From an optimization exercise on the open Yosys and OpenROAD flow, aimed at small area, a short achievable clock period and few clock cycles; shortcuts taken in it are not production practice. No functional check of the RTL was part of any run shown here.

==> flow/design.v <==
module ALU #(
    parameter DATA_W = 32
)
(
    input                       i_clk,    
    input                       i_rst_n,  
    input                       i_valid,  
    input [DATA_W - 1 : 0]      i_A,      
    input [DATA_W - 1 : 0]      i_B,      
    input [         2 : 0]      i_inst,   
    output [2*DATA_W - 1 : 0]   o_data,   
    output                      o_done    
);
    localparam ADD  = 3'd0;
    localparam SUB  = 3'd1;
    localparam AND  = 3'd2;
    localparam OR   = 3'd3;
    localparam SLT  = 3'd4;
    localparam SRA  = 3'd5;
    localparam MUL  = 3'd6;
    localparam DIV  = 3'd7;
    reg        s_ex;     
    reg        s_mul;    
    reg        s_mulf;   
    reg        s_div;    
    reg        s_al;     
    reg        done;
    reg [63:0] R;        
    reg        Sx;       
    reg [31:0] D;        
    reg        Dx;       
    reg        f_sub;    
    reg        f_slt;    
    reg [4:0]  cnt;
    wire idle = ~(s_ex | s_mul | s_mulf | s_div);
    assign o_done = done;
    assign o_data = R;
    wire [31:0] Rhi = R[63:32];
    wire [31:0] Rlo = R[31:0];
    reg b0_one, b0_two, b0_neg, b1_one, b1_two, b1_neg;
    function [2:0] booth;   
        input hi, mid, lo;
        booth = {mid ^ lo, (hi & ~mid & ~lo) | (~hi & mid & lo), hi};
    endfunction
    wire [36:0] dext = {{5{Dx}}, D};
    wire [36:0] p0 = (({37{b0_one}} & dext) | ({37{b0_two}} & {dext[35:0], 1'b0})) ^ {37{b0_neg}};
    wire [36:0] p1m = (({37{b1_one}} & dext) | ({37{b1_two}} & {dext[35:0], 1'b0})) ^ {37{b1_neg}};
    wire [36:0] p1 = {p1m[34:0], b1_neg, b0_neg};
    wire [36:0] x0 = {{5{Sx}}, Rhi};
    wire [36:0] cs = x0 ^ p0 ^ p1;
    wire [36:0] cc = {(x0[35:0] & p0[35:0]) | (x0[35:0] & p1[35:0]) | (p0[35:0] & p1[35:0]), b1_neg};
    wire [36:0] T  = cs + cc + {36'd0, b1_neg};
    wire        ovf = T[32] ^ T[31];
    wire [31:0] sat = ovf ? {T[36], {31{~T[36]}}} : T[31:0];
    wire [31:0] res = f_slt ? {31'd0, T[36]} : sat;
    wire [31:0] m0 = Rhi;
    wire [31:0] m1 = m0 | (m0 >> 1);
    wire [31:0] m2 = m1 | (m1 >> 2);
    wire [31:0] m3 = m2 | (m2 >> 4);
    wire [31:0] m4 = m3 | (m3 >> 8);
    wire [31:0] mA = m4 | (m4 >> 16);
    wire dzero = ~|D;
    wire ok8   = ~|(D & ~(mA >> 8));
    wire ok1   = ~|(D & ~(mA >> 1));
    wire q     = ~T[36];
    wire i_and = (i_inst == AND);
    wire i_or  = (i_inst == OR);
    wire i_sra = (i_inst == SRA);
    wire i_mul = (i_inst == MUL);
    wire i_div = (i_inst == DIV);
    wire i_one = i_and | i_or | i_sra;             
    wire i_sgn = ~i_one & ~i_mul & ~i_div;          
    wire [4:0]  shamt = (|i_B[31:5]) ? 5'd31 : i_B[4:0];
    wire [31:0] i_sr  = $signed(i_A) >>> shamt;
    wire [31:0] ld_lo = i_and ? (i_A & i_B) :
                        i_or  ? (i_A | i_B) :
                        i_sra ? i_sr :
                        (i_A & {32{~i_div}});
    wire [31:0] ld_hi = i_A & {32{i_sgn | i_div}};
    always @(posedge i_clk or negedge i_rst_n) begin
        if (!i_rst_n) begin
            s_ex   <= 1'b0;
            s_mul  <= 1'b0;
            s_mulf <= 1'b0;
            s_div  <= 1'b0;
            s_al   <= 1'b0;
            done   <= 1'b0;
        end else begin
            done <= 1'b0;
            if (idle && i_valid) begin
                s_ex  <= i_sgn;
                s_mul <= i_mul;
                s_div <= i_div;
                s_al  <= 1'b0;
                done  <= i_one;
            end
            if (s_ex) begin
                s_ex <= 1'b0;
                done <= 1'b1;
            end
            if (s_mul && cnt == 5'd7) begin
                s_mul  <= 1'b0;
                s_mulf <= Rlo[3];
                done   <= ~Rlo[3];
            end
            if (s_mulf) begin
                s_mulf <= 1'b0;
                done   <= 1'b1;
            end
            if (s_div) begin
                if (!s_al) begin
                    if (dzero) begin
                        s_div <= 1'b0;
                        done  <= 1'b1;
                    end else if (!ok8 && !ok1) begin
                        s_al <= 1'b1;
                        if (cnt == 5'd0) begin
                            s_div <= 1'b0;
                            done  <= 1'b1;
                        end
                    end
                end else if (cnt == 5'd0) begin
                    s_div <= 1'b0;
                    done  <= 1'b1;
                end
            end
        end
    end
    always @(posedge i_clk) begin
        if (idle) begin
            R     <= {ld_hi, ld_lo};
            Sx    <= i_sgn & i_A[31];
            D     <= i_B;
            Dx    <= i_sgn & i_B[31];
            f_sub <= (i_inst == SUB) | (i_inst == SLT);
            f_slt <= (i_inst == SLT);
            cnt   <= 5'd0;
            if (i_mul) begin
                {b0_one, b0_two, b0_neg} <= booth(i_A[1], i_A[0], 1'b0);
                {b1_one, b1_two, b1_neg} <= booth(i_A[3], i_A[2], i_A[1]);
            end else begin
                {b0_one, b0_two, b0_neg} <= {1'b1, 1'b0, i_div | (i_inst == SUB) | (i_inst == SLT)};
                {b1_one, b1_two, b1_neg} <= 3'b000;
            end
        end
        if (s_ex) begin
            R <= {32'd0, res};
        end
        if (s_mul) begin
            R   <= {T[35:4], T[3:0], Rlo[31:4]};
            Sx  <= T[36];
            cnt <= cnt + 5'd1;
            if (cnt == 5'd7) begin
                {b0_one, b0_two, b0_neg} <= {Rlo[3], 2'b00};
                {b1_one, b1_two, b1_neg} <= 3'b000;
            end else begin
                {b0_one, b0_two, b0_neg} <= booth(Rlo[5], Rlo[4], Rlo[3]);
                {b1_one, b1_two, b1_neg} <= booth(Rlo[7], Rlo[6], Rlo[5]);
            end
        end
        if (s_mulf) begin
            R[63:32] <= T[31:0];
        end
        if (s_div) begin
            if (!s_al && dzero) begin
                R[31:0] <= 32'hffffffff;
            end else if (!s_al && ok8) begin
                D   <= D << 8;
                cnt <= cnt + 5'd8;
            end else if (!s_al && ok1) begin
                D   <= D << 1;
                cnt <= cnt + 5'd1;
            end else begin
                if (q) R[63:32] <= T[31:0];
                R[31:0] <= {Rlo[30:0], q};
                D   <= D >> 1;
                cnt <= cnt - 5'd1;
            end
        end
    end
endmodule
==> flow/run.sh <==
#!/bin/bash
# synth_recipe.tcl (not shown) runs the flow's synth.tcl, then flattens the netlist and writes it again
# the make line also repeats each setting of config.mk as NAME=value (left out here)
make -C /OpenROAD-flow-scripts/flow DESIGN_CONFIG=/design/flow/config.mk WORK_HOME=/design/flow/orfs CLKGATE_MAP_FILE= SYNTH_SCRIPT=/design/flow/synth_recipe.tcl finish
==> flow/config.mk <==
export PLATFORM = sky130hd
export DESIGN_NAME = ALU
export DESIGN_NICKNAME = ALU
export VERILOG_FILES = /design/flow/design.v
export SDC_FILE = /design/flow/constraint.sdc
export NUM_CORES = 4
export LEC_CHECK = 0
export CAP_MARGIN = 20
export CORE_MARGIN = 2
export CORE_UTILIZATION = 35
export PLACE_DENSITY = 0.5
export SETUP_SLACK_MARGIN = 4.0
export SLEW_MARGIN = 20
==> flow/constraint.sdc <==
create_clock -name core_clock -period 8.0 [get_ports {i_clk}]
set_input_delay 1.6000 -clock core_clock [delete_from_list [all_inputs] [get_ports {i_clk}]]
set_output_delay 1.6000 -clock core_clock [all_outputs]
set_load 0.01 [all_outputs]
==> flow_results.xml, run 1 <==
<?xml version="1.0" encoding="UTF-8"?>
<metrics>
  <group name="finish">
    <metric name="top_register_by_number_of_flip_flops" unit="">R</metric>
    <metric name="antenna-diode-count" unit="">0</metric>
    <metric name="layout.cell_area.non_filler" unit="mm^2">0.0193</metric>
    <metric name="number_of_flip_flops_in_the_largest_register" unit="">64</metric>
    <metric name="finalNetCount" unit="">2209</metric>
    <metric name="post_route_cells_drive_above_1_share" unit="%">22.3</metric>
    <metric name="final_cell_count_no_fill" unit="">2601</metric>
    <metric name="top_regs" unit="">R (64), D (32), cnt (5)</metric>
    <metric name="syn2layout_area_growth" unit="%">36.1</metric>
  </group>
  <group name="drt">
    <metric name="routed_wire_length_per_instance" unit="um">30.9</metric>
    <metric name="route.antenna.remaining_nets" unit="">0</metric>
    <metric name="detail_route.vias_per_cell" unit="">6.83</metric>
    <metric name="drc" unit="">0</metric>
    <metric name="drt_wl_total" unit="um">80400</metric>
    <metric name="via_count" unit="">17800</metric>
    <metric name="dr.first_iter.drc_count" unit="">2408</metric>
    <metric name="drt_first_pass_iters" unit="">9</metric>
  </group>
  <group name="sta">
    <metric name="unrepaired_setup_endpoints_after_global_routing" unit="">yes</metric>
    <metric name="clock.fmax" unit="GHz">0.218</metric>
    <metric name="worst_clock_skew" unit="ps">9.54</metric>
    <metric name="holdWs" unit="ps">553</metric>
    <metric name="normalized_max_slew_margin" unit="%">24.3</metric>
    <metric name="finalHoldViolCount" unit="">0</metric>
    <metric name="timing.final.setup_violations" unit="">0</metric>
    <metric name="fin_crit_sh" unit="%">57.2</metric>
    <metric name="setup-tns-final" unit="ps">0</metric>
    <metric name="timing_max_transition_violations_final" unit="">0</metric>
    <metric name="min_period" unit="ps">4580</metric>
    <metric name="tightest_slew" unit="ps">1130</metric>
  </group>
  <group name="synthesis">
    <metric name="mapped_area" unit="mm^2">0.0142</metric>
    <metric name="synth.net_count" unit="">2084</metric>
    <metric name="synth_enable_flop_cells" unit="">12</metric>
    <metric name="synthTopCellsByCount" unit="">sky130_fd_sc_hd__nor2_1, sky130_fd_sc_hd__a21oi_1, sky130_fd_sc_hd__clkbuf_1</metric>
    <metric name="yosysWarningCount" unit="">1</metric>
    <metric name="area_contributors_post_synth" unit="">sky130_fd_sc_hd__dfxtp_1, sky130_fd_sc_hd__a21oi_1, sky130_fd_sc_hd__mux2i_1</metric>
    <metric name="postSynth.asyncResetShare" unit="%">5.17</metric>
    <metric name="synthDominantAreaCellType" unit="">sky130_fd_sc_hd__dfxtp_1</metric>
    <metric name="synth_cell_types" unit="">84</metric>
    <metric name="synth.most_common_cell" unit="">sky130_fd_sc_hd__nor2_1</metric>
    <metric name="ys_seq_elements" unit="">116</metric>
    <metric name="ys_seq_area_share" unit="%">17.4</metric>
    <metric name="synthCells" unit="">1938</metric>
    <metric name="synth_top_area_share" unit="%">13.8</metric>
    <metric name="syn-mean-instance-area" unit="um^2">7.34</metric>
    <metric name="synthFlopType" unit="">sky130_fd_sc_hd__dfxtp_1</metric>
  </group>
  <group name="clock_network">
    <metric name="tritoncts" unit="">yes</metric>
    <metric name="clock_latency" unit="ps">440</metric>
    <metric name="cts_root_buffer" unit="">sky130_fd_sc_hd__clkbuf_16</metric>
    <metric name="clockBufferDepth" unit="">2</metric>
    <metric name="htree_levels" unit="">4</metric>
    <metric name="clkSinkCount" unit="">116</metric>
    <metric name="tritoncts_buffer_count" unit="">17</metric>
    <metric name="clk_pin_slew_worst_paths" unit="ps">60</metric>
  </group>
  <group name="global_routing">
    <metric name="globalRoute.totalOverflow" unit="">0</metric>
    <metric name="grt_max_degree" unit="">50</metric>
    <metric name="number_of_antenna_violations_at_the_first_check_in_global_routing" unit="">1</metric>
    <metric name="groute.usage.overall" unit="%">37.1</metric>
    <metric name="grt_pass1_wl" unit="um">115000</metric>
    <metric name="grt_pass1_vias" unit="">16900</metric>
  </group>
  <group name="setup_path">
    <metric name="critical_path_arrival" unit="ps">4900</metric>
    <metric name="crit_path_start_kind" unit="">primary input</metric>
    <metric name="timing.critical_path.max_delay_family" unit="">simple AND/OR/NAND/NOR gates</metric>
    <metric name="critical_path.max_stage_delay" unit="ps">610</metric>
    <metric name="crit_type" unit="">in2reg</metric>
    <metric name="critPathBufInv" unit="">3</metric>
    <metric name="crit_path_end_kind" unit="">flop</metric>
    <metric name="critical_path.max_fanout" unit="">5</metric>
    <metric name="timing.critical_path.slowest_stage_cell" unit="">sky130_fd_sc_hd__or4_4</metric>
    <metric name="crit_required" unit="ps">8330</metric>
    <metric name="timing.critical_path.mode_cell" unit="">sky130_fd_sc_hd__or4_4</metric>
    <metric name="path_cells" unit="">buf_8, or4_4, or4_4, nor2_8, buf_12, buf_16, mux2i_1, mux2_4, mux2i_2, o22a_1, a31oi_2, o221ai_1, o32a_1</metric>
  </group>
  <group name="min_path">
    <metric name="hold_path_class" unit="">reg2reg</metric>
  </group>
  <group name="placed_design">
    <metric name="routabilityCongestion" unit="">0.952</metric>
    <metric name="dp_hpwl" unit="um">55800</metric>
    <metric name="place.detailed.instances" unit="">2448</metric>
    <metric name="placement.io_buffers" unit="">134</metric>
    <metric name="placement.cell_area" unit="mm^2">0.0160</metric>
  </group>
  <group name="floorplan">
    <metric name="initial_utilization" unit="%">35.6</metric>
    <metric name="core_area" unit="mm^2">0.0399</metric>
    <metric name="die_y" unit="um">206</metric>
    <metric name="num_io_pins" unit="">135</metric>
    <metric name="fp.dieArea" unit="mm^2">0.0422</metric>
    <metric name="placement_rows" unit="">73</metric>
    <metric name="die_w" unit="um">206</metric>
  </group>
  <group name="job">
    <metric name="max_cap_violations" unit="">0</metric>
  </group>
  <group name="outcome">
    <metric name="run_status" unit="">complete, no violations</metric>
  </group>
</metrics>
==> metrics by stage <==
step,setup WS (ps),util (%)
3_5_place_dp,1920,40.0
3_3_place_gp,1990,40.0
2_1_floorplan,3360,-
6_report,3420,48.5
4_1_cts,3520,46.9
5_1_grt,3280,48.5
==> layout make-up <==
class	count	area, um^2
tap	525	657
sequential	116	2490
multi-input combinational	1569	12200
timing repair buffer	294	3130
inverter	65	246
fill	3891	20600
clock inverter	13	181
clock buffer	19	433
==> final timing paths <==
kind	startpoint	depth (start not counted)	slack (ps)	end
worst max-delay path	i_B[16]	13	3420	R[14]
worst min-delay path	R[1]	2	550	R[2]
worst max register to register	b1_one	17	3420	R[20]
worst min register to register	R[1]	2	550	R[2]
max in group asynchronous	i_rst_n	1	6190	s_mul
min in group asynchronous	i_rst_n	1	1470	done
==> per-layer routing <==
| metal | track usage (%) | vias up | wire length, um |
|---|---|---|---|
| li1 | - | 7564 | - |
| met1 | 48.0 | 8606 | 31500 |
| met2 | 56.7 | 1276 | 35100 |
| met3 | 7.49 | 313 | 8430 |
| met4 | 22.8 | 2 | 5420 |
| met5 | 0 | - | 12 |
==> cell usage in the layout (no fill, tap or decap), drive strengths merged, types with 23 or more instances in the layout <==
| master | instances |
|---|---|
| clkdlybuf4s50 | 106 |
| a211oi | 30 |
| nand2 | 152 |
| a31oi | 36 |
| o21ai | 126 |
| nor4 | 28 |
| xnor2 | 85 |
| a22oi | 72 |
| mux2i | 82 |
| nor3 | 39 |
| inv | 67 |
| a21oi | 180 |
| nand3 | 43 |
| fa | 35 |
| clkbuf | 23 |
| nor2 | 189 |
| o22ai | 30 |
| a222oi | 31 |
| ha | 41 |
| dfxtp | 98 |
| buf | 163 |
==> cells by family (layout without fill, tap and decap cells) <==
| group | Yosys count | count (layout) | share of synthesized area, % |
|---|---|---|---|
| buffers and inverters | 256 | 391 | 7.04 |
| DFF | 116 | 116 | 17.4 |
| muxes | 99 | 99 | 7.20 |
| adders and majority gates | 81 | 81 | 8.89 |
| and+or+nand+nor | 547 | 549 | 17.8 |
| AOI/OAI and AO/OA | 734 | 735 | 35.2 |
| xor gates and xnor gates | 105 | 105 | 6.47 |
==> worst reg2reg max path: cells and delay by family (launching register included) <==
kind	cells	cell delay [ps]
AO/OA/AOI/OAI	5	1210
buffers and inverters	3	490
flip-flops	1	380
XOR/XNOR	1	150
adder cells (fa/ha/maj)	2	770
AND/OR/NAND/NOR	6	1480
==> timing repair <==
item,4_1_cts,5_1_grt
hold buffers,0,0
resized for setup,284,102
hold endpoints to repair,0,0
buffers inserted,89,15
endpoints found under the setup margin,70,69
cloned,14,3
pin swaps,81,24
==> run 2, diff against run 1 <==
--- a/flow/design.v
+++ b/flow/design.v
@@ -33,8 +33,14 @@
     reg        f_slt;    
     reg [4:0]  cnt;
     wire idle = ~(s_ex | s_mul | s_mulf | s_div);
+    reg        fmt_sat;  
+    reg        fmt_slt;  
+    reg        fmt_sgn;  
     assign o_done = done;
-    assign o_data = R;
+    assign o_data[63:32] = R[63:32];
+    assign o_data[31]    = fmt_sat ? fmt_sgn : R[31] & ~fmt_slt;
+    assign o_data[30:1]  = fmt_sat ? {30{~fmt_sgn}} : R[30:1] & {30{~fmt_slt}};
+    assign o_data[0]     = fmt_sat ? ~fmt_sgn : (fmt_slt ? fmt_sgn : R[0]);
     wire [31:0] Rhi = R[63:32];
     wire [31:0] Rlo = R[31:0];
     reg b0_one, b0_two, b0_neg, b1_one, b1_two, b1_neg;
@@ -50,9 +56,6 @@
     wire [36:0] cs = x0 ^ p0 ^ p1;
     wire [36:0] cc = {(x0[35:0] & p0[35:0]) | (x0[35:0] & p1[35:0]) | (p0[35:0] & p1[35:0]), b1_neg};
     wire [36:0] T  = cs + cc + {36'd0, b1_neg};
-    wire        ovf = T[32] ^ T[31];
-    wire [31:0] sat = ovf ? {T[36], {31{~T[36]}}} : T[31:0];
-    wire [31:0] res = f_slt ? {31'd0, T[36]} : sat;
     wire [31:0] m0 = Rhi;
     wire [31:0] m1 = m0 | (m0 >> 1);
     wire [31:0] m2 = m1 | (m1 >> 2);
@@ -60,7 +63,7 @@
     wire [31:0] m4 = m3 | (m3 >> 8);
     wire [31:0] mA = m4 | (m4 >> 16);
     wire dzero = ~|D;
-    wire ok8   = ~|(D & ~(mA >> 8));
+    wire ok4   = ~|(D & ~(mA >> 4));
     wire ok1   = ~|(D & ~(mA >> 1));
     wire q     = ~T[36];
     wire i_and = (i_inst == AND);
@@ -112,7 +115,7 @@
                     if (dzero) begin
                         s_div <= 1'b0;
                         done  <= 1'b1;
-                    end else if (!ok8 && !ok1) begin
+                    end else if (!ok4 && !ok1) begin
                         s_al <= 1'b1;
                         if (cnt == 5'd0) begin
                             s_div <= 1'b0;
@@ -143,8 +146,11 @@
                 {b1_one, b1_two, b1_neg} <= 3'b000;
             end
         end
+        fmt_sat <= s_ex & ~f_slt & (T[32] ^ T[31]);
+        fmt_slt <= s_ex & f_slt;
+        fmt_sgn <= T[36];
         if (s_ex) begin
-            R <= {32'd0, res};
+            R <= {32'd0, T[31:0]};
         end
         if (s_mul) begin
             R   <= {T[35:4], T[3:0], Rlo[31:4]};
@@ -164,9 +170,9 @@
         if (s_div) begin
             if (!s_al && dzero) begin
                 R[31:0] <= 32'hffffffff;
-            end else if (!s_al && ok8) begin
-                D   <= D << 8;
-                cnt <= cnt + 5'd8;
+            end else if (!s_al && ok4) begin
+                D   <= D << 4;
+                cnt <= cnt + 5'd4;
             end else if (!s_al && ok1) begin
                 D   <= D << 1;
                 cnt <= cnt + 5'd1;
--- a/flow/config.mk
+++ b/flow/config.mk
@@ -9,5 +9,4 @@
 export CORE_MARGIN = 2
 export CORE_UTILIZATION = 35
 export PLACE_DENSITY = 0.5
-export SETUP_SLACK_MARGIN = 4.0
 export SLEW_MARGIN = 20
==> run 2 against run 1 <==
  * Synthesized cell count is 3.7% higher
  * Critical endpoint is now R[10]
  * Still clean
  * Highest routed layer is now met4
  * Sequential cell count rose by 3
==> flow_results.xml, run 2 <==
<?xml version="1.0" encoding="UTF-8"?>
<metrics>
  <group name="placed_design">
    <metric name="routabilityCongestion" unit="">1.00</metric>
    <metric name="dpl_worst_slack" unit="ps">1840</metric>
    <metric name="dp_hpwl" unit="um">59300</metric>
    <metric name="placement.io_buffers" unit="">134</metric>
  </group>
  <group name="setup_path">
    <metric name="crit_path_end_kind" unit="">flop</metric>
    <metric name="number_of_cell_instances_on_the_worst_register_to_register_path" unit="">16</metric>
    <metric name="critical_path.max_fanout" unit="">24</metric>
    <metric name="reg2reg_slack" unit="ps">2550</metric>
    <metric name="crit_type" unit="">in2reg</metric>
    <metric name="reg2reg_to" unit="">R[35]</metric>
    <metric name="crit_path_start_kind" unit="">primary input</metric>
    <metric name="critical_path_arrival" unit="ps">6280</metric>
    <metric name="reg2reg_from" unit="">b0_one</metric>
    <metric name="crit_required" unit="ps">8390</metric>
  </group>
  <group name="clock_network">
    <metric name="post_cts_hold_buffers" unit="">0</metric>
    <metric name="post_cts_buffers" unit="">0</metric>
    <metric name="cts_repair_resize_count" unit="">0</metric>
    <metric name="clockBufferDepth" unit="">2</metric>
    <metric name="tritoncts" unit="">yes</metric>
    <metric name="clock_latency" unit="ps">450</metric>
    <metric name="clkSinkCount" unit="">119</metric>
    <metric name="htree_levels" unit="">4</metric>
    <metric name="clk_pin_slew_worst_paths" unit="ps">60</metric>
    <metric name="tritoncts_buffer_count" unit="">17</metric>
    <metric name="cts_root_buffer" unit="">sky130_fd_sc_hd__clkbuf_16</metric>
  </group>
  <group name="synthesis">
    <metric name="synth_top_area_share" unit="%">13.5</metric>
    <metric name="synthDominantAreaCellType" unit="">sky130_fd_sc_hd__dfxtp_1</metric>
    <metric name="synth_enable_flop_cells" unit="">11</metric>
    <metric name="synthFlopType" unit="">sky130_fd_sc_hd__dfxtp_1</metric>
    <metric name="postSynth.asyncResetShare" unit="%">5.04</metric>
    <metric name="area_contributors_post_synth" unit="">sky130_fd_sc_hd__dfxtp_1, sky130_fd_sc_hd__mux2i_1, sky130_fd_sc_hd__xnor2_1</metric>
    <metric name="synth_cell_types" unit="">96</metric>
    <metric name="mapped_area" unit="mm^2">0.0151</metric>
    <metric name="ys_seq_area_share" unit="%">16.7</metric>
    <metric name="synthTopCellsByCount" unit="">sky130_fd_sc_hd__nand2_1, sky130_fd_sc_hd__clkbuf_1, sky130_fd_sc_hd__nor2_1</metric>
    <metric name="syn-mean-instance-area" unit="um^2">7.51</metric>
    <metric name="synth.net_count" unit="">2159</metric>
    <metric name="synthCells" unit="">2009</metric>
    <metric name="yosysWarningCount" unit="">1</metric>
    <metric name="synth.most_common_cell" unit="">sky130_fd_sc_hd__nand2_1</metric>
    <metric name="ys_seq_elements" unit="">119</metric>
  </group>
  <group name="drt">
    <metric name="detail_route.vias_per_cell" unit="">6.66</metric>
    <metric name="route.antenna.remaining_nets" unit="">0</metric>
    <metric name="dr.first_iter.drc_count" unit="">2130</metric>
    <metric name="drc" unit="">0</metric>
    <metric name="drt_first_pass_iters" unit="">10</metric>
    <metric name="drt_wl_total" unit="um">79100</metric>
    <metric name="via_count" unit="">16900</metric>
    <metric name="routed_wire_length_per_instance" unit="um">31.1</metric>
  </group>
  <group name="min_path">
    <metric name="hold_critical_path_depth" unit="">1</metric>
    <metric name="worst_hold_path.endpoint" unit="">fmt_sat</metric>
    <metric name="hold_path_class" unit="">reg2reg</metric>
    <metric name="min_from" unit="">f_slt</metric>
  </group>
  <group name="finish">
    <metric name="syn2layout_area_growth" unit="%">12.9</metric>
    <metric name="finalNetCount" unit="">2134</metric>
    <metric name="top_regs" unit="">R (64), D (32), cnt (5)</metric>
    <metric name="mostFrequentLayoutCell" unit="">sky130_fd_sc_hd__nand2_1</metric>
    <metric name="top_register_by_number_of_flip_flops" unit="">R</metric>
    <metric name="post_route_cells_drive_above_1_share" unit="%">7.46</metric>
    <metric name="number_of_flip_flops_in_the_largest_register" unit="">64</metric>
    <metric name="layout.cells.most_common_list" unit="">sky130_fd_sc_hd__nand2_1, sky130_fd_sc_hd__o21ai_0, sky130_fd_sc_hd__nor2_1, sky130_fd_sc_hd__mux2i_1, sky130_fd_sc_hd__a21oi_1</metric>
  </group>
  <group name="sta">
    <metric name="timing.final.setup_violations" unit="">0</metric>
    <metric name="worst_clock_skew" unit="ps">16.6</metric>
    <metric name="holdWs" unit="ps">490</metric>
    <metric name="fin_crit_sh" unit="%">73.7</metric>
    <metric name="tightest_slew" unit="ps">1160</metric>
    <metric name="normalized_max_slew_margin" unit="%">21.8</metric>
    <metric name="min_period" unit="ps">5900</metric>
    <metric name="timing_max_transition_violations_final" unit="">0</metric>
    <metric name="postLayoutSetupSlackWorst" unit="ps">2100</metric>
    <metric name="unrepaired_setup_endpoints_after_global_routing" unit="">no</metric>
    <metric name="setup-tns-final" unit="ps">0</metric>
    <metric name="clock.fmax" unit="GHz">0.170</metric>
    <metric name="finalHoldViolCount" unit="">0</metric>
  </group>
  <group name="floorplan">
    <metric name="die_y" unit="um">212</metric>
    <metric name="num_io_pins" unit="">135</metric>
    <metric name="placement_rows" unit="">76</metric>
    <metric name="die_w" unit="um">212</metric>
    <metric name="core_area" unit="mm^2">0.0428</metric>
    <metric name="fp.dieArea" unit="mm^2">0.0448</metric>
    <metric name="initial_utilization" unit="%">35.3</metric>
  </group>
  <group name="global_routing">
    <metric name="number_of_antenna_violations_at_the_first_check_in_global_routing" unit="">1</metric>
    <metric name="globalRoute.totalOverflow" unit="">0</metric>
    <metric name="grt_pass1_wl" unit="um">114000</metric>
    <metric name="grt_pass1_vias" unit="">16000</metric>
    <metric name="groute.usage.overall" unit="%">34.9</metric>
    <metric name="grt_max_degree" unit="">65</metric>
  </group>
  <group name="outcome">
    <metric name="run_status" unit="">complete, no violations</metric>
  </group>
  <group name="job">
    <metric name="max_cap_violations" unit="">0</metric>
  </group>
</metrics>
[run 2: cell types whose count changed after synthesis, moves of 18 or more]
cell	delta
sky130_fd_sc_hd__a21oi_1	-44
sky130_fd_sc_hd__a311o_1	-20
sky130_fd_sc_hd__nor2_1	-45
sky130_fd_sc_hd__mux2i_1	+54
sky130_fd_sc_hd__a21o_1	+23
sky130_fd_sc_hd__buf_4	+37
sky130_fd_sc_hd__a211oi_1	+18
sky130_fd_sc_hd__clkbuf_1	-20
sky130_fd_sc_hd__a31oi_1	+18
sky130_fd_sc_hd__a32oi_1	-18
[run 2: worst max-delay path by stage]
stage,cells after the start,slack (ps),start,to
3_5_place_dp,12,1840,i_B[14],R[10]
3_3_place_gp,12,1750,i_B[14],R[10]
4_1_cts,12,2310,i_B[14],R[10]
6_report,12,2100,i_B[14],R[10]
2_1_floorplan,17,3210,b1_neg,R[56]
5_1_grt,12,2020,i_B[14],R[5]
[run 2: layer usage]
metal	wire length [um]	global-route usage [%]	up-vias	share of wire (%)
li1	-	-	7374	-
met4	5420	21.5	0	6.8
met1	33000	46.1	8312	42
met2	34000	53.2	1005	43
met5	0	0	-	0
met3	6740	5.73	240	8.5
[run 2: logic make-up (layout without fill, tap and decap cells)]
family / Yosys count / count (layout) / synth area share (%)
flip-flops: 119 / 119 / 16.7
buffers and inverters: 310 / 298 / 9.13
XOR/XNOR: 106 / 106 / 6.15
multiplexers: 157 / 157 / 10.7
AND/OR/NAND/NOR: 506 / 506 / 15.9
adder cells (fa/ha/maj): 80 / 80 / 8.37
other: 0 / 1 / 0
AO/OA/AOI/OAI: 731 / 731 / 33.0
[run 2: cell type report]
type / count / area (um^2)
Antenna cell: 1 / 2.50
Clock buffer: 20 / 489
Clock inverter: 12 / 87.6
Fill cell: 4484 / 25700
Inverter: 84 / 315
Multi-Input combinational cell: 1580 / 11200
Sequential cell: 119 / 2520
Tap cell: 546 / 683
Timing Repair Buffer: 182 / 1700
[run 2: worst max-delay path: stages]
cell and delay, ps:
sky130_fd_sc_hd__clkdlybuf4s50_1 670, sky130_fd_sc_hd__nor4_2 1080, sky130_fd_sc_hd__nand3_1 400, sky130_fd_sc_hd__nor2_4 570
sky130_fd_sc_hd__buf_4 450, sky130_fd_sc_hd__nor2_1 120, sky130_fd_sc_hd__a22oi_1 300, sky130_fd_sc_hd__o21a_1 170
sky130_fd_sc_hd__o221ai_1 110, sky130_fd_sc_hd__a21oi_1 400, sky130_fd_sc_hd__o311ai_0 240, sky130_fd_sc_hd__a21oi_1 160
[run 2: metrics by stage]
| stage | cell area (um^2) | utilization (%) | instances |
|---|---|---|---|
| after CTS | 17000 | 39.8 | 2543 |
| after global routing | 17000 | 39.8 | 2543 |
| after floorplan | 15100 | - | 2009 |
| after global placement | 16500 | 38.5 | 2511 |
| final | 17000 | 39.8 | 2544 |
| after detailed placement | 16500 | 38.5 | 2511 |
==> run 3, diff against run 2 <==
--- a/flow/config.mk
+++ b/flow/config.mk
@@ -5,6 +5,7 @@
 export SDC_FILE = /design/flow/constraint.sdc
 export NUM_CORES = 4
 export LEC_CHECK = 0
+export ABC_AREA = 1
 export CAP_MARGIN = 20
 export CORE_MARGIN = 2
 export CORE_UTILIZATION = 35
==> run 3 against run 2 <==
  * Still clean
  * Cell count grew 28%
  * Via count grew 16%
  * Clock skew shrank 5.0 ps
  * Register-to-register slack lost 90 ps
  * Wire length grew 6.4%
  * Sequential share of layout area shrank 0.78 points
  * Cell area grew 5.5%
==> flow_results.xml, run 3 <==
<?xml version="1.0" encoding="UTF-8"?>
<metrics>
  <group name="finish">
    <metric name="top_register_by_number_of_flip_flops" unit="">R</metric>
    <metric name="top_regs" unit="">R (64), D (32), cnt (5)</metric>
    <metric name="mostFrequentLayoutCell" unit="">sky130_fd_sc_hd__nand2_1</metric>
    <metric name="syn2layout_area_growth" unit="%">13.5</metric>
    <metric name="layout.cells.most_common_list" unit="">sky130_fd_sc_hd__nand2_1, sky130_fd_sc_hd__inv_1, sky130_fd_sc_hd__nand3_1, sky130_fd_sc_hd__nor2_1, sky130_fd_sc_hd__o21ai_0</metric>
    <metric name="number_of_flip_flops_in_the_largest_register" unit="">64</metric>
    <metric name="num-fill-cells" unit="">4889</metric>
    <metric name="finalNetCount" unit="">2812</metric>
    <metric name="seq_area" unit="mm^2">0.00252</metric>
    <metric name="multi_input_area" unit="mm^2">0.0112</metric>
    <metric name="post_route_cells_drive_above_1_share" unit="%">3.89</metric>
  </group>
  <group name="global_routing">
    <metric name="grt_pass1_wl" unit="um">122000</metric>
    <metric name="grt_max_degree" unit="">82</metric>
    <metric name="grt_pass1_vias" unit="">18500</metric>
    <metric name="groute.usage.overall" unit="%">35.1</metric>
    <metric name="globalRoute.totalOverflow" unit="">0</metric>
    <metric name="number_of_antenna_violations_at_the_first_check_in_global_routing" unit="">2</metric>
  </group>
  <group name="setup_path">
    <metric name="path_cells" unit="">clkdlybuf4s50_1, nor2_1, nand2_1, inv_1, nand2_1, nor2_1, nand3_2, o21ai_0, nand2_1, nand3_1, a21oi_1, o21ai_0, nand2_1, nand2_1, nand2_1, nand2_1, nand3_1, nand2_1</metric>
    <metric name="timing.critical_path.max_delay_family" unit="">simple AND/OR/NAND/NOR gates</metric>
    <metric name="critical_path.max_fanout" unit="">48</metric>
    <metric name="crit_required" unit="ps">8400</metric>
    <metric name="crit_path_start_kind" unit="">primary input</metric>
    <metric name="critPathBufInv" unit="">2</metric>
    <metric name="critical_path.max_stage_delay" unit="ps">1020</metric>
    <metric name="critical_path_arrival" unit="ps">6040</metric>
    <metric name="crit_path_end_kind" unit="">flop</metric>
    <metric name="timing.critical_path.mode_cell" unit="">sky130_fd_sc_hd__nand2_1</metric>
    <metric name="reg2reg_slack" unit="ps">2460</metric>
    <metric name="crit_type" unit="">in2reg</metric>
    <metric name="timing.critical_path.slowest_stage_cell" unit="">sky130_fd_sc_hd__o21ai_0</metric>
  </group>
  <group name="clock_network">
    <metric name="cts_repair_resize_count" unit="">0</metric>
    <metric name="tritoncts" unit="">yes</metric>
    <metric name="clkSinkCount" unit="">119</metric>
    <metric name="cts_root_buffer" unit="">sky130_fd_sc_hd__clkbuf_16</metric>
    <metric name="clk_pin_slew_worst_paths" unit="ps">60</metric>
    <metric name="post_cts_hold_buffers" unit="">0</metric>
    <metric name="htree_levels" unit="">4</metric>
    <metric name="clockBufferDepth" unit="">2</metric>
    <metric name="post_cts_buffers" unit="">0</metric>
    <metric name="tritoncts_buffer_count" unit="">17</metric>
    <metric name="clock_latency" unit="ps">460</metric>
  </group>
  <group name="synthesis">
    <metric name="ys_seq_elements" unit="">119</metric>
    <metric name="postSynth.asyncResetShare" unit="%">5.04</metric>
    <metric name="synth_enable_flop_cells" unit="">11</metric>
    <metric name="synthFlopType" unit="">sky130_fd_sc_hd__dfxtp_1</metric>
    <metric name="mapped_area" unit="mm^2">0.0158</metric>
    <metric name="yosysWarningCount" unit="">1</metric>
    <metric name="ys_seq_area_share" unit="%">15.9</metric>
    <metric name="syn-mean-instance-area" unit="um^2">5.97</metric>
    <metric name="synth.most_common_cell" unit="">sky130_fd_sc_hd__nand2_1</metric>
    <metric name="synthTopCellsByCount" unit="">sky130_fd_sc_hd__nand2_1, sky130_fd_sc_hd__inv_1, sky130_fd_sc_hd__nand3_1</metric>
    <metric name="synthCells" unit="">2655</metric>
    <metric name="synth_top_area_share" unit="%">15.9</metric>
    <metric name="synthDominantAreaCellType" unit="">sky130_fd_sc_hd__nand2_1</metric>
    <metric name="synth_cell_types" unit="">56</metric>
    <metric name="synth.net_count" unit="">2805</metric>
    <metric name="area_contributors_post_synth" unit="">sky130_fd_sc_hd__nand2_1, sky130_fd_sc_hd__dfxtp_1, sky130_fd_sc_hd__inv_1</metric>
  </group>
  <group name="floorplan">
    <metric name="die_y" unit="um">217</metric>
    <metric name="initial_utilization" unit="%">35.7</metric>
    <metric name="fp.dieArea" unit="mm^2">0.0470</metric>
    <metric name="placement_rows" unit="">77</metric>
    <metric name="num_io_pins" unit="">135</metric>
    <metric name="core_area" unit="mm^2">0.0444</metric>
    <metric name="die_w" unit="um">217</metric>
  </group>
  <group name="sta">
    <metric name="worst_clock_skew" unit="ps">11.6</metric>
    <metric name="fin_crit_sh" unit="%">70.5</metric>
    <metric name="clock.fmax" unit="GHz">0.177</metric>
    <metric name="unrepaired_setup_endpoints_after_global_routing" unit="">no</metric>
    <metric name="timing.final.setup_violations" unit="">0</metric>
    <metric name="finalHoldViolCount" unit="">0</metric>
    <metric name="tightest_slew" unit="ps">1220</metric>
    <metric name="normalized_max_slew_margin" unit="%">17.3</metric>
    <metric name="min_period" unit="ps">5640</metric>
    <metric name="setup-tns-final" unit="ps">0</metric>
    <metric name="timing_max_transition_violations_final" unit="">0</metric>
  </group>
  <group name="placed_design">
    <metric name="routabilityCongestion" unit="">1.04</metric>
    <metric name="dp_hpwl" unit="um">67600</metric>
    <metric name="placement.io_buffers" unit="">134</metric>
  </group>
  <group name="job">
    <metric name="max_cap_violations" unit="">0</metric>
  </group>
  <group name="drt">
    <metric name="drt_wl_total" unit="um">84200</metric>
    <metric name="routed_wire_length_per_instance" unit="um">25.8</metric>
    <metric name="detail_route.vias_per_cell" unit="">5.99</metric>
    <metric name="dr.first_iter.drc_count" unit="">2238</metric>
    <metric name="route.antenna.remaining_nets" unit="">0</metric>
    <metric name="drc" unit="">0</metric>
    <metric name="via_count" unit="">19600</metric>
    <metric name="drt_first_pass_iters" unit="">6</metric>
  </group>
  <group name="min_path">
    <metric name="hold_path_class" unit="">reg2reg</metric>
  </group>
  <group name="outcome">
    <metric name="run_status" unit="">complete, no violations</metric>
  </group>
</metrics>
[run 3: metal layers]
metal	vias to the layer above	wire length, um	track usage, %
met2	1123	38000	56.6
met5	-	0	0
met4	0	4230	17.0
li1	8946	-	-
met3	157	7160	5.34
met1	9335	34800	45.9
[run 3: final timing paths]
check | start | endpoint | cells past startpoint
worst min register to register | f_slt | fmt_sat | 1
max in group asynchronous | i_rst_n | s_mul | 1
worst min-delay path | f_slt | fmt_sat | 1
worst max register to register | b0_one | R[61] | 18
worst max-delay path | i_B[28] | R[8] | 18
min in group asynchronous | i_rst_n | s_mul | 1
[run 3: layout make-up]
cell class	count	share of cell area [%]
well taps	592	4.12
flip-flops and latches	119	14.0
clock buffers	21	2.68
diodes	1	0.0139
repair buffers	165	8.75
multi-input cells	2014	62.4
inverters	345	7.22
clock inverters	11	0.752
[run 3: cells by family after synthesis]
logic type,after synthesis,synth area share [%]
AND/OR/NAND/NOR,1164,31.2
AO/OA/AOI/OAI,666,25.5
buffers and inverters,522,13.5
flip-flops,119,15.9
XOR/XNOR,103,5.74
adder cells (fa/ha/maj),80,7.97
multiplexers,1,0.0632
[run 3: through the flow]
| stage | utilization [%] | instances | area [um^2] | worst slack (ps) | hold slack (ps) |
|---|---|---|---|---|---|
| 6_report | 40.5 | 3268 | 18000 | 2360 | 465 |
| 5_1_grt | 40.5 | 3267 | 18000 | 2120 | 486 |
| 4_1_cts | 40.5 | 3267 | 18000 | 2470 | 471 |
| 3_5_place_dp | 39.1 | 3235 | 17400 | 2010 | 459 |
| 3_3_place_gp | 39.1 | 3235 | 17400 | 1930 | 465 |
| 2_1_floorplan | - | 2655 | 15800 | 4110 | 414 |
==> run 4, diff against run 3 <==
--- a/flow/config.mk
+++ b/flow/config.mk
@@ -5,9 +5,9 @@
 export SDC_FILE = /design/flow/constraint.sdc
 export NUM_CORES = 4
 export LEC_CHECK = 0
-export ABC_AREA = 1
 export CAP_MARGIN = 20
 export CORE_MARGIN = 2
 export CORE_UTILIZATION = 35
 export PLACE_DENSITY = 0.5
+export SETUP_SLACK_MARGIN = 3.3
 export SLEW_MARGIN = 20
==> run 4 against run 3 <==
  * Synthesized cell count fell by 24%
  * Clock-buffer cell count rose by 1
  * Register-to-register slack improved by 1000 ps
  * Largest cell class unchanged
  * Cell area rose by 1.6%
  * Via count fell by 13%
==> flow_results.xml, run 4 <==
<?xml version="1.0" encoding="UTF-8"?>
<metrics>
  <group name="setup_path">
    <metric name="reg2reg_from" unit="">s_ex</metric>
    <metric name="reg2reg_to" unit="">R[63]</metric>
    <metric name="reg2reg_slack" unit="ps">3460</metric>
    <metric name="critical_path_arrival" unit="ps">4970</metric>
    <metric name="crit_type" unit="">in2reg</metric>
    <metric name="critical_path.max_stage_delay" unit="ps">700</metric>
    <metric name="timing.critical_path.mode_cell" unit="">sky130_fd_sc_hd__buf_4</metric>
    <metric name="timing.critical_path.max_delay_family" unit="">buffers and inverters</metric>
    <metric name="critPathCapture" unit="">R[5]</metric>
    <metric name="critPathLaunch" unit="">i_B[7]</metric>
    <metric name="critical_path.max_fanout" unit="">7</metric>
    <metric name="crit_path_start_kind" unit="">primary input</metric>
    <metric name="crit_required" unit="ps">8330</metric>
    <metric name="crit_path_end_kind" unit="">flop</metric>
    <metric name="critPathBufInv" unit="">3</metric>
    <metric name="path_cells" unit="">clkdlybuf4s50_1, nor4_2, nand3_2, nor2_4, buf_4, buf_4, mux2i_2, mux2i_1, o22a_1, a31oi_1, o21ai_0, a221oi_1, nor2_1</metric>
    <metric name="timing.critical_path.slowest_stage_cell" unit="">sky130_fd_sc_hd__clkdlybuf4s50_1</metric>
    <metric name="timing.critical_path.depth" unit="">13</metric>
    <metric name="number_of_cell_instances_on_the_worst_register_to_register_path" unit="">10</metric>
  </group>
  <group name="synthesis">
    <metric name="largest_family_of_logic_cells_by_synthesized_area" unit="">compound AO/OA/AOI/OAI gates</metric>
    <metric name="synth_compound_area_share" unit="%">33.0</metric>
    <metric name="synthDominantAreaCellType" unit="">sky130_fd_sc_hd__dfxtp_1</metric>
    <metric name="synth_cell_types" unit="">96</metric>
    <metric name="yosysWarningCount" unit="">1</metric>
    <metric name="synth_enable_flop_cells" unit="">11</metric>
    <metric name="synth_simple_gate_area_share" unit="%">15.9</metric>
    <metric name="synthFlopType" unit="">sky130_fd_sc_hd__dfxtp_1</metric>
    <metric name="synthXorXnorAreaFrac" unit="%">6.15</metric>
    <metric name="mapped_area" unit="mm^2">0.0151</metric>
    <metric name="ys_seq_area_share" unit="%">16.7</metric>
    <metric name="synth.most_common_cell" unit="">sky130_fd_sc_hd__nand2_1</metric>
    <metric name="synth_top_area_share" unit="%">13.5</metric>
    <metric name="synth.net_count" unit="">2159</metric>
    <metric name="muxShareOfSynthArea" unit="%">10.7</metric>
    <metric name="syn-mean-instance-area" unit="um^2">7.51</metric>
    <metric name="synthTopCellsByCount" unit="">sky130_fd_sc_hd__nand2_1, sky130_fd_sc_hd__clkbuf_1, sky130_fd_sc_hd__nor2_1</metric>
    <metric name="synth-adder-area-share" unit="%">8.37</metric>
    <metric name="area_contributors_post_synth" unit="">sky130_fd_sc_hd__dfxtp_1, sky130_fd_sc_hd__mux2i_1, sky130_fd_sc_hd__xnor2_1</metric>
    <metric name="postSynth.asyncResetShare" unit="%">5.04</metric>
    <metric name="ys_seq_elements" unit="">119</metric>
    <metric name="synthCells" unit="">2009</metric>
  </group>
  <group name="placed_design">
    <metric name="routabilityCongestion" unit="">0.995</metric>
    <metric name="placement.cell_area" unit="mm^2">0.0164</metric>
    <metric name="placement.io_buffers" unit="">134</metric>
    <metric name="dpl_worst_slack" unit="ps">1740</metric>
    <metric name="place.detailed.instances" unit="">2500</metric>
    <metric name="dp_hpwl" unit="um">58000</metric>
  </group>
  <group name="floorplan">
    <metric name="num_io_pins" unit="">135</metric>
    <metric name="fp.dieArea" unit="mm^2">0.0448</metric>
    <metric name="initial_utilization" unit="%">35.3</metric>
    <metric name="placement_rows" unit="">76</metric>
    <metric name="core_area" unit="mm^2">0.0428</metric>
    <metric name="die_w" unit="um">212</metric>
    <metric name="die_y" unit="um">212</metric>
  </group>
  <group name="finish">
    <metric name="top_register_by_number_of_flip_flops" unit="">R</metric>
    <metric name="top_regs" unit="">R (64), D (32), cnt (5)</metric>
    <metric name="layout.cell_area.non_filler" unit="mm^2">0.0183</metric>
    <metric name="syn2layout_area_growth" unit="%">21.0</metric>
    <metric name="post_route_cells_drive_above_1_share" unit="%">13.7</metric>
    <metric name="layout.cells.most_common_list" unit="">sky130_fd_sc_hd__nand2_1, sky130_fd_sc_hd__nor2_1, sky130_fd_sc_hd__o21ai_0, sky130_fd_sc_hd__a21oi_1, sky130_fd_sc_hd__mux2i_1</metric>
    <metric name="number_of_flip_flops_in_the_largest_register" unit="">64</metric>
    <metric name="finalNetCount" unit="">2200</metric>
    <metric name="final_cell_count_no_fill" unit="">2609</metric>
    <metric name="antenna-diode-count" unit="">0</metric>
    <metric name="mostFrequentLayoutCell" unit="">sky130_fd_sc_hd__nand2_1</metric>
  </group>
  <group name="global_routing">
    <metric name="number_of_antenna_violations_at_the_first_check_in_global_routing" unit="">0</metric>
    <metric name="globalRoute.totalOverflow" unit="">0</metric>
    <metric name="grt_max_degree" unit="">73</metric>
    <metric name="grt_pass1_wl" unit="um">113000</metric>
    <metric name="groute.usage.overall" unit="%">34.5</metric>
    <metric name="grt_pass1_vias" unit="">16000</metric>
  </group>
  <group name="drt">
    <metric name="dr.first_iter.drc_count" unit="">2295</metric>
    <metric name="routed_wire_length_per_instance" unit="um">30.3</metric>
    <metric name="routed-wl-met3" unit="um">6180</metric>
    <metric name="drt_first_pass_iters" unit="">8</metric>
    <metric name="via_count" unit="">17100</metric>
    <metric name="wl_met2" unit="um">34900</metric>
    <metric name="detail_route.vias_per_cell" unit="">6.55</metric>
    <metric name="routedLengthMet1" unit="um">32700</metric>
    <metric name="uppermost_layer_routed" unit="">met4</metric>
    <metric name="route.antenna.remaining_nets" unit="">0</metric>
    <metric name="drc" unit="">0</metric>
    <metric name="drt_wl_total" unit="um">79000</metric>
  </group>
  <group name="sta">
    <metric name="normalized_max_slew_margin" unit="%">24.4</metric>
    <metric name="fin_crit_sh" unit="%">58.0</metric>
    <metric name="min_period" unit="ps">4640</metric>
    <metric name="unrepaired_setup_endpoints_after_global_routing" unit="">yes</metric>
    <metric name="worst_clock_skew" unit="ps">22.9</metric>
    <metric name="tightest_slew" unit="ps">1130</metric>
    <metric name="setup-tns-final" unit="ps">0</metric>
    <metric name="clock.fmax" unit="GHz">0.215</metric>
    <metric name="finalHoldViolCount" unit="">0</metric>
    <metric name="timing_max_transition_violations_final" unit="">0</metric>
    <metric name="timing.final.setup_violations" unit="">0</metric>
    <metric name="postLayoutSetupSlackWorst" unit="ps">3360</metric>
  </group>
  <group name="min_path">
    <metric name="hold_path_class" unit="">reg2reg</metric>
  </group>
  <group name="clock_network">
    <metric name="clkSinkCount" unit="">119</metric>
    <metric name="tritoncts" unit="">yes</metric>
    <metric name="cts_root_buffer" unit="">sky130_fd_sc_hd__clkbuf_16</metric>
    <metric name="clk_pin_slew_worst_paths" unit="ps">60</metric>
    <metric name="clock_latency" unit="ps">460</metric>
    <metric name="tritoncts_buffer_count" unit="">17</metric>
    <metric name="clockBufferDepth" unit="">2</metric>
    <metric name="htree_levels" unit="">4</metric>
  </group>
  <group name="job">
    <metric name="max_cap_violations" unit="">0</metric>
  </group>
  <group name="outcome">
    <metric name="run_status" unit="">complete, no violations</metric>
  </group>
</metrics>
-- run 4: cell types whose count changed in the layout (fill, tap and decap cells not counted), moves of 69 or more --
cell,previous run,this run
sky130_fd_sc_hd__xor2_1,94,18
sky130_fd_sc_hd__nand2_1,673,152
sky130_fd_sc_hd__xnor2_1,8,77
sky130_fd_sc_hd__mux2i_1,1,130
sky130_fd_sc_hd__inv_1,332,79
sky130_fd_sc_hd__nand3_1,189,36
sky130_fd_sc_hd__o22ai_1,86,17
-- run 4: worst min path at each step --
| stage | start | to | depth (start not counted) |
|---|---|---|---|
| detailed placement | f_slt | fmt_sat | 1 |
| global placement | f_slt | fmt_sat | 1 |
| finish | f_slt | fmt_sat | 1 |
| CTS | f_slt | fmt_sat | 1 |
| global route | f_slt | fmt_sat | 1 |
| floorplan | f_slt | fmt_sat | 1 |
-- run 4: cells by family (layout without fill, tap and decap cells) --
logic type / after synthesis / count (layout)
xor gates and xnor gates: 106 / 106
AOI/OAI and AO/OA: 731 / 731
and+or+nand+nor: 506 / 509
muxes: 157 / 157
buffers and inverters: 310 / 361
DFF: 119 / 119
adders and majority gates: 80 / 80
-- run 4: cell type report --
cell class | instances | area [um^2]
inverter | 84 | 322
clock buffer | 22 | 474
clock inverter | 10 | 93.8
fill | 4349 | 24500
tap | 546 | 683
timing repair buffer | 245 | 2400
multi-input combinational | 1583 | 11800
sequential | 119 | 2530
-- run 4: metrics by stage --
stage | hold slack (ps) | util, %
floorplan | 407 | -
global placement | 431 | 38.2
detailed placement | 463 | 38.3
CTS | 456 | 41.1
global route | 473 | 42.7
finish | 459 | 42.7
-- run 4: metal layers --
| layer | track usage, % | up-vias |
|---|---|---|
| met5 | 0 | - |
| met4 | 18.6 | 0 |
| met3 | 4.76 | 241 |
| met2 | 54.3 | 1010 |
| met1 | 45.7 | 8328 |
| li1 | - | 7505 |
-- run 4: repair_timing --
action,in CTS,in global routing
buffers inserted,31,41
endpoints found under the setup margin,67,60
resized for setup,55,72
pin swaps,14,14
cloned,3,2
hold buffers,0,0
==> run 5, diff against run 4 <==
--- a/flow/config.mk
+++ b/flow/config.mk
@@ -5,9 +5,10 @@
 export SDC_FILE = /design/flow/constraint.sdc
 export NUM_CORES = 4
 export LEC_CHECK = 0
+export ABC_AREA = 1
 export CAP_MARGIN = 20
 export CORE_MARGIN = 2
 export CORE_UTILIZATION = 35
 export PLACE_DENSITY = 0.5
-export SETUP_SLACK_MARGIN = 3.3
+export SETUP_SLACK_MARGIN = 4.0
 export SLEW_MARGIN = 20
==> run 5 against run 4 <==
  * Still clean on timing, DRC and antenna
  * Synthesized cell count increased by 32%
  * Largest cell class unchanged
  * Area after synthesis rose by 5.0%
==> flow_results.xml, run 5 <==
<?xml version="1.0" encoding="UTF-8"?>
<metrics>
  <group name="sta">
    <metric name="timing_max_transition_violations_final" unit="">0</metric>
    <metric name="min_period" unit="ps">4150</metric>
    <metric name="finalHoldViolCount" unit="">0</metric>
    <metric name="fin_crit_sh" unit="%">51.9</metric>
    <metric name="tightest_slew" unit="ps">1050</metric>
    <metric name="unrepaired_setup_endpoints_after_global_routing" unit="">yes</metric>
    <metric name="clock.fmax" unit="GHz">0.241</metric>
    <metric name="normalized_max_slew_margin" unit="%">28.8</metric>
    <metric name="setup-tns-final" unit="ps">0</metric>
    <metric name="timing.final.setup_violations" unit="">0</metric>
    <metric name="worst_clock_skew" unit="ps">12.6</metric>
  </group>
  <group name="placed_design">
    <metric name="placement.cell_area" unit="mm^2">0.0174</metric>
    <metric name="dp_hpwl" unit="um">67600</metric>
    <metric name="placement.io_buffers" unit="">134</metric>
    <metric name="routabilityCongestion" unit="">1.04</metric>
  </group>
  <group name="clock_network">
    <metric name="clock_latency" unit="ps">460</metric>
    <metric name="tritoncts" unit="">yes</metric>
    <metric name="tritoncts_buffer_count" unit="">17</metric>
    <metric name="htree_levels" unit="">4</metric>
    <metric name="clk_pin_slew_worst_paths" unit="ps">60</metric>
    <metric name="clkSinkCount" unit="">119</metric>
    <metric name="cts_root_buffer" unit="">sky130_fd_sc_hd__clkbuf_16</metric>
    <metric name="clockBufferDepth" unit="">2</metric>
  </group>
  <group name="finish">
    <metric name="post_route_cells_drive_above_1_share" unit="%">20.8</metric>
    <metric name="number_of_flip_flops_in_the_largest_register" unit="">64</metric>
    <metric name="layout.cells.most_common_list" unit="">sky130_fd_sc_hd__nand2_1, sky130_fd_sc_hd__inv_1, sky130_fd_sc_hd__nand3_1, sky130_fd_sc_hd__nor2_1</metric>
    <metric name="layout.cell_area.non_filler" unit="mm^2">0.0219</metric>
    <metric name="top_regs" unit="">R (64), D (32), cnt (5)</metric>
    <metric name="finalNetCount" unit="">2969</metric>
    <metric name="mostFrequentLayoutCell" unit="">sky130_fd_sc_hd__nand2_1</metric>
    <metric name="syn2layout_area_growth" unit="%">38.4</metric>
    <metric name="top_register_by_number_of_flip_flops" unit="">R</metric>
  </group>
  <group name="synthesis">
    <metric name="synthCells" unit="">2655</metric>
    <metric name="synth.most_common_cell" unit="">sky130_fd_sc_hd__nand2_1</metric>
    <metric name="synth_top_area_share" unit="%">15.9</metric>
    <metric name="ys_seq_area_share" unit="%">15.9</metric>
    <metric name="synthTopCellsByCount" unit="">sky130_fd_sc_hd__nand2_1, sky130_fd_sc_hd__inv_1, sky130_fd_sc_hd__nand3_1</metric>
    <metric name="yosysWarningCount" unit="">1</metric>
    <metric name="area_contributors_post_synth" unit="">sky130_fd_sc_hd__nand2_1, sky130_fd_sc_hd__dfxtp_1, sky130_fd_sc_hd__inv_1</metric>
    <metric name="synthDominantAreaCellType" unit="">sky130_fd_sc_hd__nand2_1</metric>
    <metric name="postSynth.asyncResetShare" unit="%">5.04</metric>
    <metric name="synth_cell_types" unit="">56</metric>
    <metric name="syn-mean-instance-area" unit="um^2">5.97</metric>
    <metric name="synth.net_count" unit="">2805</metric>
    <metric name="synth_enable_flop_cells" unit="">11</metric>
    <metric name="mapped_area" unit="mm^2">0.0158</metric>
    <metric name="ys_seq_elements" unit="">119</metric>
    <metric name="synthFlopType" unit="">sky130_fd_sc_hd__dfxtp_1</metric>
  </group>
  <group name="drt">
    <metric name="drc" unit="">0</metric>
    <metric name="drt_first_pass_iters" unit="">6</metric>
    <metric name="route.antenna.remaining_nets" unit="">0</metric>
    <metric name="detail_route.vias_per_cell" unit="">6.10</metric>
    <metric name="via_count" unit="">20900</metric>
    <metric name="dr.first_iter.drc_count" unit="">2630</metric>
    <metric name="drt_wl_total" unit="um">93000</metric>
    <metric name="routed_wire_length_per_instance" unit="um">27.1</metric>
  </group>
  <group name="floorplan">
    <metric name="num_io_pins" unit="">135</metric>
    <metric name="placement_rows" unit="">77</metric>
    <metric name="initial_utilization" unit="%">35.7</metric>
    <metric name="core_area" unit="mm^2">0.0444</metric>
    <metric name="die_y" unit="um">217</metric>
    <metric name="die_w" unit="um">217</metric>
    <metric name="fp.dieArea" unit="mm^2">0.0470</metric>
  </group>
  <group name="setup_path">
    <metric name="crit_path_end_kind" unit="">flop</metric>
    <metric name="crit_path_start_kind" unit="">flop</metric>
    <metric name="crit_type" unit="">reg2reg</metric>
    <metric name="crit_required" unit="ps">8350</metric>
    <metric name="critical_path.max_fanout" unit="">10</metric>
    <metric name="critical_path_arrival" unit="ps">4500</metric>
  </group>
  <group name="global_routing">
    <metric name="grt_pass1_wl" unit="um">130000</metric>
    <metric name="globalRoute.totalOverflow" unit="">0</metric>
    <metric name="grt_max_degree" unit="">82</metric>
    <metric name="number_of_antenna_violations_at_the_first_check_in_global_routing" unit="">4</metric>
    <metric name="grt_pass1_vias" unit="">19400</metric>
    <metric name="groute.usage.overall" unit="%">37.3</metric>
  </group>
  <group name="outcome">
    <metric name="run_status" unit="">complete, no violations</metric>
  </group>
  <group name="job">
    <metric name="max_cap_violations" unit="">0</metric>
  </group>
  <group name="min_path">
    <metric name="hold_path_class" unit="">reg2reg</metric>
  </group>
</metrics>
==> run 5: cell count changes in the layout (fill, tap and decap cells not counted), moves of 41 or more <==
| cell | change |
|---|---|
| sky130_fd_sc_hd__xnor2_1 | -75 |
| sky130_fd_sc_hd__nand2_1 | +455 |
| sky130_fd_sc_hd__xor2_1 | +53 |
| sky130_fd_sc_hd__inv_1 | +225 |
| sky130_fd_sc_hd__a21o_1 | -41 |
| sky130_fd_sc_hd__nand2_2 | +64 |
| sky130_fd_sc_hd__a22oi_1 | -59 |
| sky130_fd_sc_hd__nand3_1 | +132 |
| sky130_fd_sc_hd__mux2i_1 | -130 |
==> run 5: worst max-delay path: stages, from the launching register on <==
cell,delay (ps)
sky130_fd_sc_hd__edfxtp_1,460
sky130_fd_sc_hd__clkinvlp_4,180
sky130_fd_sc_hd__buf_12,170
sky130_fd_sc_hd__buf_4,130
sky130_fd_sc_hd__o22ai_2,140
sky130_fd_sc_hd__xor2_1,200
sky130_fd_sc_hd__fa_1,500
sky130_fd_sc_hd__ha_4,350
sky130_fd_sc_hd__nand2_2,100
sky130_fd_sc_hd__nor2_1,310
sky130_fd_sc_hd__nand4_1,130
sky130_fd_sc_hd__nand2_1,110
sky130_fd_sc_hd__nand4_1,100
sky130_fd_sc_hd__nand2_2,150
sky130_fd_sc_hd__xor2_4,180
sky130_fd_sc_hd__buf_12,140
sky130_fd_sc_hd__nand3_4,120
sky130_fd_sc_hd__buf_12,200
sky130_fd_sc_hd__nand2_8,130
sky130_fd_sc_hd__nand2_1,100
sky130_fd_sc_hd__o21ai_2,70
sky130_fd_sc_hd__inv_1,40
==> run 5: layout make-up <==
class / count / area [um^2]
tap: 592 / 741
sequential: 119 / 2530
clock buffer: 21 / 482
timing repair buffer: 300 / 3100
inverter: 345 / 1360
fill: 4480 / 22500
antenna: 1 / 2.50
clock inverter: 11 / 135
timing repair inverter: 11 / 82.6
multi-input combinational: 2025 / 13500
==> run 5: logic make-up (layout without fill, tap and decap cells) <==
group	after synthesis	count (layout)	share of synthesized area [%]
and+or+nand+nor	1164	1175	31.2
AOI/OAI and AO/OA	666	666	25.5
buffers and inverters	522	688	13.5
DFF	119	119	15.9
xor gates and xnor gates	103	103	5.74
adders and majority gates	80	80	7.97
muxes	1	1	0.0632
other	0	1	0
==> run 5: worst paths after layout <==
kind	start	endpoint	slack (ps)	depth (start not counted)
max	b1_one	R[63]	3850	21
min	f_slt	fmt_sat	460	1
max reg2reg	b1_one	R[63]	3850	21
min reg2reg	f_slt	fmt_sat	460	1
max in group asynchronous	i_rst_n	s_mul	6350	1
min in group asynchronous	i_rst_n	s_div	1400	1
==> run 5: per-layer routing <==
| layer | GRT usage (%) | wire [um] |
|---|---|---|
| met5 | 0 | 0 |
| met4 | 20.7 | 6150 |
| met3 | 5.87 | 8330 |
| met2 | 60.3 | 41900 |
| met1 | 47.6 | 36500 |
==> run 5: through the flow <==
stage	hold slack, ps	cells	setup WS (ps)	util (%)
2_1_floorplan	414	2655	4110	-
3_3_place_gp	465	3235	1930	39.1
3_5_place_dp	459	3235	2010	39.1
4_1_cts	462	3355	3950	44.6
5_1_grt	477	3424	3710	49.4
6_report	463	3425	3850	49.4
==> run 5: what timing repair did <==
item                                    4_1_cts  5_1_grt
gates resized for setup                     241      337
pin swaps                                    43      146
cloned                                       17       14
endpoints found under the setup margin      100       76
buffers inserted                             71       55
hold endpoints to repair                      0        0
hold buffers                                  0        0

-- re-timing with driven ports --
In the flow no input, the clock included, has a driving cell. The finished layouts below were timed again as built, in two steps.
Step 1 (the two cells are an assumption about what drives the block):
set clk [get_ports {i_clk}]
set_driving_cell -lib_cell sky130_fd_sc_hd__clkbuf_16 $clk
set_driving_cell -lib_cell sky130_fd_sc_hd__buf_2 [delete_from_list [all_inputs] $clk]
Step 2, shift: input delay + t, output delay - t, t = (earliest + latest rising clock arrival at the registers) / 2. This alone moves slack from input paths to output paths.
Three values: ideal, step 1, step 2; two values: the first two.
run	t (ns)	setup slack, ns	worst hold slack (ns)	worst slew at a driven data input, ns
run 1	0.488	3.421 / 3.422 / 2.946	0.553 / 0.553 / 0.553	0.05
run 2	0.502	2.104 / 2.137 / 1.636	0.490 / 0.490 / 0.490	0.05
run 3	0.506	2.363 / 2.396 / 1.890	0.465 / 0.465 / 0.465	0.07
run 4	0.497	3.357 / 3.386 / 2.889	0.459 / 0.459 / 0.459	0.05
run 5	0.514	3.851 / 3.851 / 3.523	0.463 / 0.463 / 0.463	0.07
After both steps every run listed still meets setup and hold. For run 1, which loses most, drivers alone change the setup slack by +0.001 ns; drivers and shift together by -0.475 ns.
